What follows belongs to an exercise in optimizing a design on an open flow for small area, a short achievable clock period and few clock cycles; a production flow would make more cautious choices. At most, simulation tests tie the RTL to the original design; equivalence was not proved. Power and IR drop assume default switching activity.

==> build 81: inputs <==
// queenController
module queenController(
    input [4:0] n,
    input [1:0] outSel,
    input reset,
    output [7:0] outNum,
    input sysClk,
    output [31:0] result,
    input [4:0] row_query,
    output [4:0] row_result
    );
==> module queens, before the edit <==
module queens(
	input clk,
	input reset,
	input [4:0] n,
	output reg [31:0] result,
	input [4:0] row_query,
	output [4:0] row_result
    );
	reg [4:0] column;
	reg [4:0] cur;
	reg [4:0] rn;
	reg [4:0] Q [0:30];
	reg [4:0] FS [0:30];
	reg [30:0] Rused;
	reg [60:0] A;
	reg [60:0] B;
	reg finished;
	reg found;
	integer i;
	genvar g;
	wire [154:0] q_flat, fs_flat;
	generate for (g = 0; g < 31; g = g + 1) begin : fl
		assign q_flat[5*g +: 5] = Q[g];
		assign fs_flat[5*g +: 5] = FS[g];
	end endgenerate
	wire [31:0] col_oh, cur_oh, rq_oh, prev_oh;
	queens_dec dec_col(.s(column), .oh(col_oh));
	queens_dec dec_cur(.s(cur), .oh(cur_oh));
	queens_dec dec_rq(.s(row_query), .oh(rq_oh));
	wire [4:0] cm1 = column - 5'd1;
	wire [4:0] prev;
	queens_sel5 sel_prev(.oh(col_oh[31:1]), .d(q_flat), .y(prev));
	queens_dec dec_prev(.s(prev), .oh(prev_oh));
	wire sol = (column == n);
	wire exh = (cur == n);
	wire back = sol | exh;
	wire [30:0] occ = Rused | {1'b0, A[60:31]} | {B[29:0], 1'b0};
	wire [30:0] S = cur_oh[30:0];
	wire [30:0] C = prev_oh[31:1];    
	wire blocked;
	queens_sel1 sel_occ(.oh(S), .d(occ), .y(blocked));
	wire fwd = ~back & ~blocked;
	always @(posedge clk, posedge reset)
	begin
		if (reset) begin
			result <= 0;
			Rused <= 0;
			A <= 0;
			B <= 0;
			column <= 0;
			cur <= 0;
			rn <= 0;
			finished <= 0;
			found <= 0;
		end else if (~finished) begin
			if (sol) begin
				result <= result + 1;
				rn <= (rn == n) ? 5'd0 : rn + 5'd1;
				found <= 1'b1;
			end
			if (fwd) begin
				column <= column + 5'd1;
				cur <= 5'd0;
			end else if (back) begin
				column <= cm1;
				cur <= prev;
			end else
				cur <= cur + 5'd1;
			finished <= back & (column == 0);
			if (fwd) begin
				Rused <= Rused | S;
				A <= {1'b0, A[60:1]} | {S, 30'd0};
				B <= {B[59:0], 1'b0} | {30'd0, S};
			end else if (back) begin
				Rused <= Rused & ~C;
				A <= {A[59:0], 1'b0} & ~{C[29:0], 31'd0};
				B <= {1'b0, B[60:1]} & ~{31'd0, C[30:1]};
			end
		end
	end
	always @(posedge clk)
	begin
		if (~finished) begin
			for (i = 0; i < 31; i = i + 1) begin
				if (fwd && col_oh[i]) Q[i] <= cur + 5'd1;
				if (sol && ~found) FS[i] <= Q[i];
			end
		end
	end
	wire [4:0] q_rd, fs_rd;
	queens_sel5 sel_q(.oh(rq_oh[30:0]), .d(q_flat), .y(q_rd));
	queens_sel5 sel_fs(.oh(rq_oh[30:0]), .d(fs_flat), .y(fs_rd));
	wire [4:0] live = (row_query < column) ? q_rd :
	                  (row_query == column && ~sol) ? cur :
	                  (row_query == n) ? rn : 5'd0;
	wire [4:0] done = (found && row_query < n) ? fs_rd : 5'd0;
	assign row_result = finished ? done : live;
endmodule
==> flow/config.mk <==
export PLATFORM = sky130hd
export DESIGN_NAME = queenController
export DESIGN_NICKNAME = queenController
export VERILOG_FILES = /design/flow/design.v
export SDC_FILE = /design/flow/constraint.sdc
export NUM_CORES = 4
export LEC_CHECK = 0
export CAP_MARGIN = 20
export CORE_MARGIN = 2
export CORE_UTILIZATION = 40
export CTS_CLUSTER_DIAMETER = 80
export CTS_CLUSTER_SIZE = 35
export SETUP_SLACK_MARGIN = 5
export SLEW_MARGIN = 20
export SYNTH_HIERARCHICAL = 1
==> flow/constraint.sdc <==
create_clock -name core_clock -period 12.0 [get_ports {sysClk}]
set_input_delay 2.4000 -clock core_clock [delete_from_list [all_inputs] [get_ports {sysClk}]]
set_output_delay 2.4000 -clock core_clock [all_outputs]
set_load 0.01 [all_outputs]
run.sh (not shown) runs the stock make flow with config.mk's settings and CLKGATE_MAP_FILE= SYNTH_SCRIPT=/design/flow/synth_recipe.tcl, a recipe that flattens the netlist after the stock synthesis.
==> trial 54 (differences from build 81) <==
--- a/flow/design.v
+++ b/flow/design.v
@@ -91,9 +91,14 @@
 	wire [4:0] q_rd, fs_rd;
-	queens_sel5 sel_q(.oh(rq_oh[30:0]), .d(q_flat), .y(q_rd));
-	queens_sel5 sel_fs(.oh(rq_oh[30:0]), .d(fs_flat), .y(fs_rd));
-	wire [4:0] live = (row_query < column) ? q_rd :
-	                  (row_query == column && ~sol) ? cur :
-	                  (row_query == n) ? rn : 5'd0;
-	wire [4:0] done = (found && row_query < n) ? fs_rd : 5'd0;
-	assign row_result = finished ? done : live;
+	queens_rd31 rd_q(.oh(rq_oh[30:0]), .d(q_flat), .y(q_rd));
+	queens_rd31 rd_fs(.oh(rq_oh[30:0]), .d(fs_flat), .y(fs_rd));
+	wire g_q = ~finished & (row_query < column);
+	wire g_f = finished & found & (row_query < n);
+	wire g_c = ~finished & ~sol & (row_query == column);
+	wire g_r = ~finished & (row_query == n);
+	generate for (g = 0; g < 5; g = g + 1) begin : ob
+		wire x0, x1;
+		queens_a22oi o0(.a0(g_q), .b0(q_rd[g]), .a1(g_f), .b1(fs_rd[g]), .y(x0));
+		queens_a22oi o1(.a0(g_c), .b0(cur[g]), .a1(g_r), .b1(rn[g]), .y(x1));
+		queens_nand2 o2(.a(x0), .b(x1), .y(row_result[g]));
+	end endgenerate
 endmodule
@@ -107,2 +112,45 @@
 	end endgenerate
+endmodule
+module queens_rd31(
+	input [30:0] oh,
+	input [154:0] d,
+	output [4:0] y
+    );
+	genvar b, k, j;
+	wire [31:0] ohx = {1'b0, oh};
+	wire [159:0] dx = {5'd0, d};
+	generate for (b = 0; b < 5; b = b + 1) begin : bt
+		wire [3:0] l2;
+		wire [1:0] l3;
+		for (k = 0; k < 4; k = k + 1) begin : q
+			wire [7:0] dk;
+			for (j = 0; j < 8; j = j + 1) begin : e
+				assign dk[j] = dx[5*(8*k+j) + b];
+			end
+			queens_sel8n u(.oh(ohx[8*k +: 8]), .d(dk), .yn(l2[k]));
+		end
+		queens_nor2 u3a(.a(l2[0]), .b(l2[1]), .y(l3[0]));
+		queens_nor2 u3b(.a(l2[2]), .b(l2[3]), .y(l3[1]));
+		queens_nand2 u4(.a(l3[0]), .b(l3[1]), .y(y[b]));
+	end endgenerate
+endmodule
+module queens_sel8n(input [7:0] oh, input [7:0] d, output yn);
+	wire [3:0] p;
+	assign p[0] = ~((oh[0] & d[0]) | (oh[1] & d[1]));
+	assign p[1] = ~((oh[2] & d[2]) | (oh[3] & d[3]));
+	assign p[2] = ~((oh[4] & d[4]) | (oh[5] & d[5]));
+	assign p[3] = ~((oh[6] & d[6]) | (oh[7] & d[7]));
+	assign yn = ~(p[0] & p[1] & p[2] & p[3]);
+endmodule
+module queens_a22oi(input a0, input b0, input a1, input b1, output y);
+	assign y = ~((a0 & b0) | (a1 & b1));
+endmodule
+module queens_nand4(input a, input b, input c, input d, output y);
+	assign y = ~(a & b & c & d);
+endmodule
+module queens_nand2(input a, input b, output y);
+	assign y = ~(a & b);
+endmodule
+module queens_nor2(input a, input b, output y);
+	assign y = ~(a | b);
 endmodule
==> flow/flow/run.sh (new file) <==
#!/bin/bash
set -euo pipefail
cd "$(dirname "${BASH_SOURCE[0]}")/.."
bash standard.sh SETUP_SLACK_MARGIN=6 finish > standard_flow.log 2>&1
==> flow/standard.sh (new file) <==
#!/bin/bash
# synth_recipe.tcl (not shown) runs the flow's synth.tcl, then flattens the netlist and writes it again
# the make line also repeats each setting of config.mk as NAME=value (left out here)
make -C /OpenROAD-flow-scripts/flow DESIGN_CONFIG=/design/flow/config.mk WORK_HOME=/design/flow/orfs CLKGATE_MAP_FILE= SYNTH_SCRIPT=/design/flow/synth_recipe.tcl "${@:-finish}"
Settings changed: CTS_CLUSTER_DIAMETER 80 to 70, CTS_CLUSTER_SIZE 35 to 30, SETUP_SLACK_MARGIN 5 to unset.
removed: flow/run.sh
==> run_results.csv <==
group,metric,value,unit
status,outcome,"finished clean",
cells_and_area,layout_common_cells,"310 x edfxtp_1, 217 x nand2_1, 202 x dfrtp_1, 188 x a22oi_1, 165 x nor2_1",
routing,dr_wl_met3,5380,um
cells_and_area,num-clock-buffers,31,
sta,whs,0.483,ns
global_routing,grt.total_usage,22.3,%
pwr,internal-power,2.44,mW
pwr,power_density,124,nW/um^2
pwr,switching_share,25.2,%
place,hpwl,47500,um
worst_setup_path,worstPathArrival,4.60,ns
[end of results for build 81]
==> run_results.csv <==
group,metric,value,unit
cells_and_area,buffers,132,
pwr,switching_share,23.4,%
worst_setup_path,worstPathArrival,4.33,ns
sta,whs,0.499,ns
cells_and_area,layout_common_cells,"310 x edfxtp_1, 231 x nor2_1, 202 x dfrtp_1, 191 x a22oi_1, 163 x nand2_1",
status,outcome,"finished clean",
cells_and_area,num-clock-buffers,39,
cells_and_area,area_growth,16.3,%
place,hpwl,50600,um
[end of results for trial 54]
Testbench counts of build 81, summed over its fixed seeds: cycles 3,905,824.
The RTL of trial 54 was laid out without a check of its function.


==> run a: inputs <==
queenController, a different RTL version from the one above (not shown whole).
// queenController
module queenController(
    input [4:0] n,
    input [1:0] outSel,
    input reset,
    output [7:0] outNum,
    input sysClk,
    output [31:0] result,
    input [4:0] row_query,
    output [4:0] row_result
    );
==> module queens, before the edit <==
module queens(
	input clk,
	input reset,
	input [4:0] n,
	output reg [31:0] result,
	input [4:0] row_query,
	output [4:0] row_result
    );
	reg [4:0] column;
	reg [4:0] cur;
	reg [4:0] rn;
	reg [4:0] Q [0:30];
	reg [4:0] FS [0:30];
	reg [30:0] Rused;
	reg [60:0] A;
	reg [60:0] B;
	reg finished;
	reg found;
	integer i;
	wire [4:0] cm1 = column - 5'd1;
	wire [4:0] qa [0:31];
	wire [4:0] fa [0:31];
	genvar g;
	generate for (g = 0; g < 31; g = g + 1) begin : rd
		assign qa[g] = Q[g];
		assign fa[g] = FS[g];
	end endgenerate
	assign qa[31] = 5'd0;
	assign fa[31] = 5'd0;
	wire [4:0] prev = qa[cm1];
	wire sol = (column == n);
	wire exh = (cur == n);
	wire back = sol | exh;
	wire [30:0] occ = Rused | {1'b0, A[60:31]} | {B[29:0], 1'b0};
	wire [31:0] occ_vec = {1'b0, occ};
	wire [4:0] pr = prev - 5'd1;
	reg [30:0] S, C;
	always @* begin
		for (i = 0; i < 31; i = i + 1) begin
			S[i] = (cur == i);
			C[i] = (pr == i);
		end
	end
	wire blocked = occ_vec[cur];
	wire fwd = ~back & ~blocked;
	always @(posedge clk, posedge reset)
	begin
		if (reset) begin
			result <= 0;
			Rused <= 0;
			A <= 0;
			B <= 0;
			column <= 0;
			cur <= 0;
			rn <= 0;
			finished <= 0;
			found <= 0;
		end else if (~finished) begin
			if (sol) begin
				result <= result + 1;
				rn <= (rn == n) ? 5'd0 : rn + 5'd1;
				found <= 1'b1;
			end
			if (fwd) begin
				column <= column + 5'd1;
				cur <= 5'd0;
			end else if (back) begin
				column <= cm1;
				cur <= prev;
			end else
				cur <= cur + 5'd1;
			finished <= back & (column == 0);
			if (fwd) begin
				Rused <= Rused | S;
				A <= {1'b0, A[60:1]} | {S, 30'd0};
				B <= {B[59:0], 1'b0} | {30'd0, S};
			end else if (back) begin
				Rused <= Rused & ~C;
				A <= {A[59:0], 1'b0} & ~{C[29:0], 31'd0};
				B <= {1'b0, B[60:1]} & ~{31'd0, C[30:1]};
			end
		end
	end
	always @(posedge clk)
	begin
		if (~finished) begin
			for (i = 0; i < 31; i = i + 1) begin
				if (fwd && column == i) Q[i] <= cur + 5'd1;
				if (sol && ~found) FS[i] <= Q[i];
			end
		end
	end
	wire [4:0] q_rd = qa[row_query];
	wire [4:0] fs_rd = fa[row_query];
	wire [4:0] live = (row_query < column) ? q_rd :
	                  (row_query == column && ~sol) ? cur :
	                  (row_query == n) ? rn : 5'd0;
	wire [4:0] done = (found && row_query < n) ? fs_rd : 5'd0;
	assign row_result = finished ? done : live;
endmodule
Settings: LEC_CHECK=0, CAP_MARGIN=20, CORE_MARGIN=2, CORE_UTILIZATION=40, CTS_CLUSTER_DIAMETER=80, CTS_CLUSTER_SIZE=35, SETUP_SLACK_MARGIN=5, SLEW_MARGIN=20; clock period 12.0 ns.
Stock flow here: none of the scripts above is used.
==> inputs of run b, as changes to run a <==
--- a/flow/design.v
+++ b/flow/design.v
@@ -19,29 +19,33 @@
 	reg found;
 	integer i;
+	genvar g;
+	wire [154:0] q_flat, fs_flat;
+	generate for (g = 0; g < 31; g = g + 1) begin : fl
+		assign q_flat[5*g +: 5] = Q[g];
+		assign fs_flat[5*g +: 5] = FS[g];
+	end endgenerate
+	wire [31:0] col_oh, cur_oh, prev_oh;
+	queens_dec dec_col(.s(column), .oh(col_oh));
+	queens_dec dec_cur(.s(cur), .oh(cur_oh));
+	wire [3:0] rq_lo;
+	wire [7:0] rq_hi;
+	generate for (g = 0; g < 4; g = g + 1) begin : plo
+		assign rq_lo[g] = (row_query[1:0] == g);
+	end endgenerate
+	generate for (g = 0; g < 8; g = g + 1) begin : phi
+		assign rq_hi[g] = (row_query[4:2] == g);
+	end endgenerate
 	wire [4:0] cm1 = column - 5'd1;
-	wire [4:0] qa [0:31];
-	wire [4:0] fa [0:31];
-	genvar g;
-	generate for (g = 0; g < 31; g = g + 1) begin : rd
-		assign qa[g] = Q[g];
-		assign fa[g] = FS[g];
-	end endgenerate
-	assign qa[31] = 5'd0;
-	assign fa[31] = 5'd0;
-	wire [4:0] prev = qa[cm1];
+	wire [4:0] prev;
+	queens_sel5 sel_prev(.oh(col_oh[31:1]), .d(q_flat), .y(prev));
+	queens_dec dec_prev(.s(prev), .oh(prev_oh));
 	wire sol = (column == n);
 	wire exh = (cur == n);
 	wire back = sol | exh;
 	wire [30:0] occ = Rused | {1'b0, A[60:31]} | {B[29:0], 1'b0};
-	wire [31:0] occ_vec = {1'b0, occ};
-	wire [4:0] pr = prev - 5'd1;
-	reg [30:0] S, C;
-	always @* begin
-		for (i = 0; i < 31; i = i + 1) begin
-			S[i] = (cur == i);
-			C[i] = (pr == i);
-		end
-	end
-	wire blocked = occ_vec[cur];
+	wire [30:0] S = cur_oh[30:0];
+	wire [30:0] C = prev_oh[31:1];    
+	wire blocked;
+	queens_sel1 sel_occ(.oh(S), .d(occ), .y(blocked));
 	wire fwd = ~back & ~blocked;
 	always @(posedge clk, posedge reset)
@@ -87,16 +91,98 @@
 		if (~finished) begin
 			for (i = 0; i < 31; i = i + 1) begin
-				if (fwd && column == i) Q[i] <= cur + 5'd1;
+				if (fwd && col_oh[i]) Q[i] <= cur + 5'd1;
 				if (sol && ~found) FS[i] <= Q[i];
 			end
 		end
 	end
-	wire [4:0] q_rd = qa[row_query];
-	wire [4:0] fs_rd = fa[row_query];
-	wire [4:0] live = (row_query < column) ? q_rd :
-	                  (row_query == column && ~sol) ? cur :
-	                  (row_query == n) ? rn : 5'd0;
-	wire [4:0] done = (found && row_query < n) ? fs_rd : 5'd0;
-	assign row_result = finished ? done : live;
+	wire g_q = ~finished & (row_query < column);
+	wire g_f = finished & found & (row_query < n);
+	wire g_c = ~finished & ~sol & (row_query == column);
+	wire g_r = ~finished & (row_query == n);
+	wire [3:0] lo_q = rq_lo & {4{g_q}};
+	wire [3:0] lo_f = rq_lo & {4{g_f}};
+	wire [9:0] q_pn, f_pn;
+	queens_rd31 rd_q(.lo(lo_q), .hi(rq_hi), .d(q_flat), .pn(q_pn));
+	queens_rd31 rd_fs(.lo(lo_f), .hi(rq_hi), .d(fs_flat), .pn(f_pn));
+	wire [4:0] cr = ({5{g_c}} & cur) | ({5{g_r}} & rn);
+	generate for (g = 0; g < 5; g = g + 1) begin : ob
+		queens_rdout o(.pn({q_pn[2*g +: 2], f_pn[2*g +: 2]}), .cr(cr[g]), .y(row_result[g]));
+	end endgenerate
+endmodule
+module queens_dec(
+	input [4:0] s,
+	output [31:0] oh
+    );
+	genvar g;
+	generate for (g = 0; g < 32; g = g + 1) begin : d
+		assign oh[g] = (s == g);
+	end endgenerate
+endmodule
+module queens_rd31(
+	input [3:0] lo,
+	input [7:0] hi,
+	input [154:0] d,
+	output [9:0] pn
+    );
+	genvar b, k, j;
+	wire [159:0] dx = {5'd0, d};
+	generate for (b = 0; b < 5; b = b + 1) begin : bt
+		wire [3:0] grp;
+		for (k = 0; k < 4; k = k + 1) begin : q
+			wire [7:0] dk;
+			for (j = 0; j < 8; j = j + 1) begin : e
+				assign dk[j] = dx[5*(4*j+k) + b];
+			end
+			queens_sel8 u(.oh(hi), .d(dk), .y(grp[k]));
+		end
+		queens_a22oi u0(.a0(lo[0]), .b0(grp[0]), .a1(lo[1]), .b1(grp[1]), .y(pn[2*b]));
+		queens_a22oi u1(.a0(lo[2]), .b0(grp[2]), .a1(lo[3]), .b1(grp[3]), .y(pn[2*b+1]));
+	end endgenerate
+endmodule
+module queens_rdout(input [3:0] pn, input cr, output y);
+	assign y = ~(&pn) | cr;
+endmodule
+module queens_sel4(input [3:0] oh, input [3:0] d, output y);
+	wire p0 = ~((oh[0] & d[0]) | (oh[1] & d[1]));
+	wire p1 = ~((oh[2] & d[2]) | (oh[3] & d[3]));
+	assign y = ~(p0 & p1);
+endmodule
+module queens_sel8(input [7:0] oh, input [7:0] d, output y);
+	wire [3:0] p;
+	assign p[0] = ~((oh[0] & d[0]) | (oh[1] & d[1]));
+	assign p[1] = ~((oh[2] & d[2]) | (oh[3] & d[3]));
+	assign p[2] = ~((oh[4] & d[4]) | (oh[5] & d[5]));
+	assign p[3] = ~((oh[6] & d[6]) | (oh[7] & d[7]));
+	assign y = ~(p[0] & p[1] & p[2] & p[3]);
+endmodule
+module queens_a22oi(input a0, input b0, input a1, input b1, output y);
+	assign y = ~((a0 & b0) | (a1 & b1));
+endmodule
+module queens_nand4(input a, input b, input c, input d, output y);
+	assign y = ~(a & b & c & d);
+endmodule
+module queens_nand2(input a, input b, output y);
+	assign y = ~(a & b);
+endmodule
+module queens_nor2(input a, input b, output y);
+	assign y = ~(a | b);
+endmodule
+module queens_sel5(
+	input [30:0] oh,
+	input [154:0] d,
+	output reg [4:0] y
+    );
+	integer i;
+	always @* begin
+		y = 5'd0;
+		for (i = 0; i < 31; i = i + 1) y = y | ({5{oh[i]}} & d[5*i +: 5]);
+	end
+endmodule
+module queens_sel1(
+	input [30:0] oh,
+	input [30:0] d,
+	output y
+    );
+	assign y = |(oh & d);
 endmodule
 `timescale 1ns / 1ps
==> flow/flow/run.sh (new file) <==
#!/bin/bash
# Layout flow: the standard layout (standard.sh, all ORFS steps from the
# standard synthesis to the final DEF) with two settings changed:
#  - every port still gets its buffer, but placement inserts buf_1 there
#    (repair upsizes it where timing needs it).
# The clock, the constraints and every step are the standard flow's.
set -euo pipefail
cd "$(dirname "${BASH_SOURCE[0]}")/.."
bash standard.sh SETUP_SLACK_MARGIN=6 "BUFFER_PORTS_ARGS=-buffer_cell sky130_fd_sc_hd__buf_1" finish > standard_flow.log 2>&1
==> flow/standard.sh (new file) <==
#!/bin/bash
# synth_recipe.tcl (not shown) runs the flow's synth.tcl, then flattens the netlist and writes it again
# the make line also repeats each setting of config.mk as NAME=value (left out here)
make -C /OpenROAD-flow-scripts/flow DESIGN_CONFIG=/design/flow/config.mk WORK_HOME=/design/flow/orfs CLKGATE_MAP_FILE= SYNTH_SCRIPT=/design/flow/synth_recipe.tcl "${@:-finish}"
Settings changed: CTS_CLUSTER_DIAMETER 80 to 70, CTS_CLUSTER_SIZE 35 to 30, SETUP_SLACK_MARGIN 5 to not set, SYNTH_HIERARCHICAL set to 1.
removed: flow/run.sh
==> comparison table <==
Share of cells above drive strength 1: run a 0.129; run b 0.113
Int Pwr: run a 3.67 mW; run b 3.67 mW
PnR worst setup slack: run a 5020 ps; run b 5340 ps
Die height: run a 248 µm; run b 245 µm
Worst rel slew slack: run a 0.308; run b 0.272
Layout inverter count without the clock tree: run a 28; run b 18
Part of the power in combinational logic: run a 0.445; run b 0.410
Starting DRT DRC Count: run a 2585; run b 2656
FILL cells: run a 5308; run b 5219
Die area: run a 61500 µm²; run b 59800 µm²
First-pass iteration count of the detailed router: run a 6; run b 7
Crit share post-route: run a 0.581; run b 0.555
GR met3 Demand/Resource: run a 0.0590; run b 0.0539
Mapped cell area: run a 23800 µm²; run b 23200 µm²
Result of the run: run a no timing/DRC/antenna violations; run b no timing/DRC/antenna violations
Testbench counts of run a, summed over its fixed seeds: cycles 3,905,824.
Testbench counts of run b, summed over its fixed seeds: cycles 3,905,824.

==> port drivers added, routing unchanged <==
No port has a modelled driver above. Below, the same layouts with a new extraction and two added sets of constraints.
Step 1: set_driving_cell puts a clkbuf_16 on sysClk and a buf_2 on each other input, an assumption about the parent block.
Step 2 also shifts input and output timing later by t, the mid clock arrival at the registers, as if the neighbouring blocks saw the same clock.
Three values: ideal, step 1, step 2; two values: the first two.
run	shift t [ns]	slack for setup (ns)	worst data-port slew with drivers (ns)
build 81	0.679	5.004 / 4.908 / 4.908	0.10
trial 54	0.632	5.274 / 5.148 / 5.148	0.16
run a	0.647	5.025 / 5.000 / 5.000	0.04
run b	0.679	5.342 / 5.212 / 5.212	0.17
After both steps setup and hold are still met in every run listed. The setup slack of run b, which loses most, moves by -0.130 ns with the drivers and by -0.130 ns with both steps.
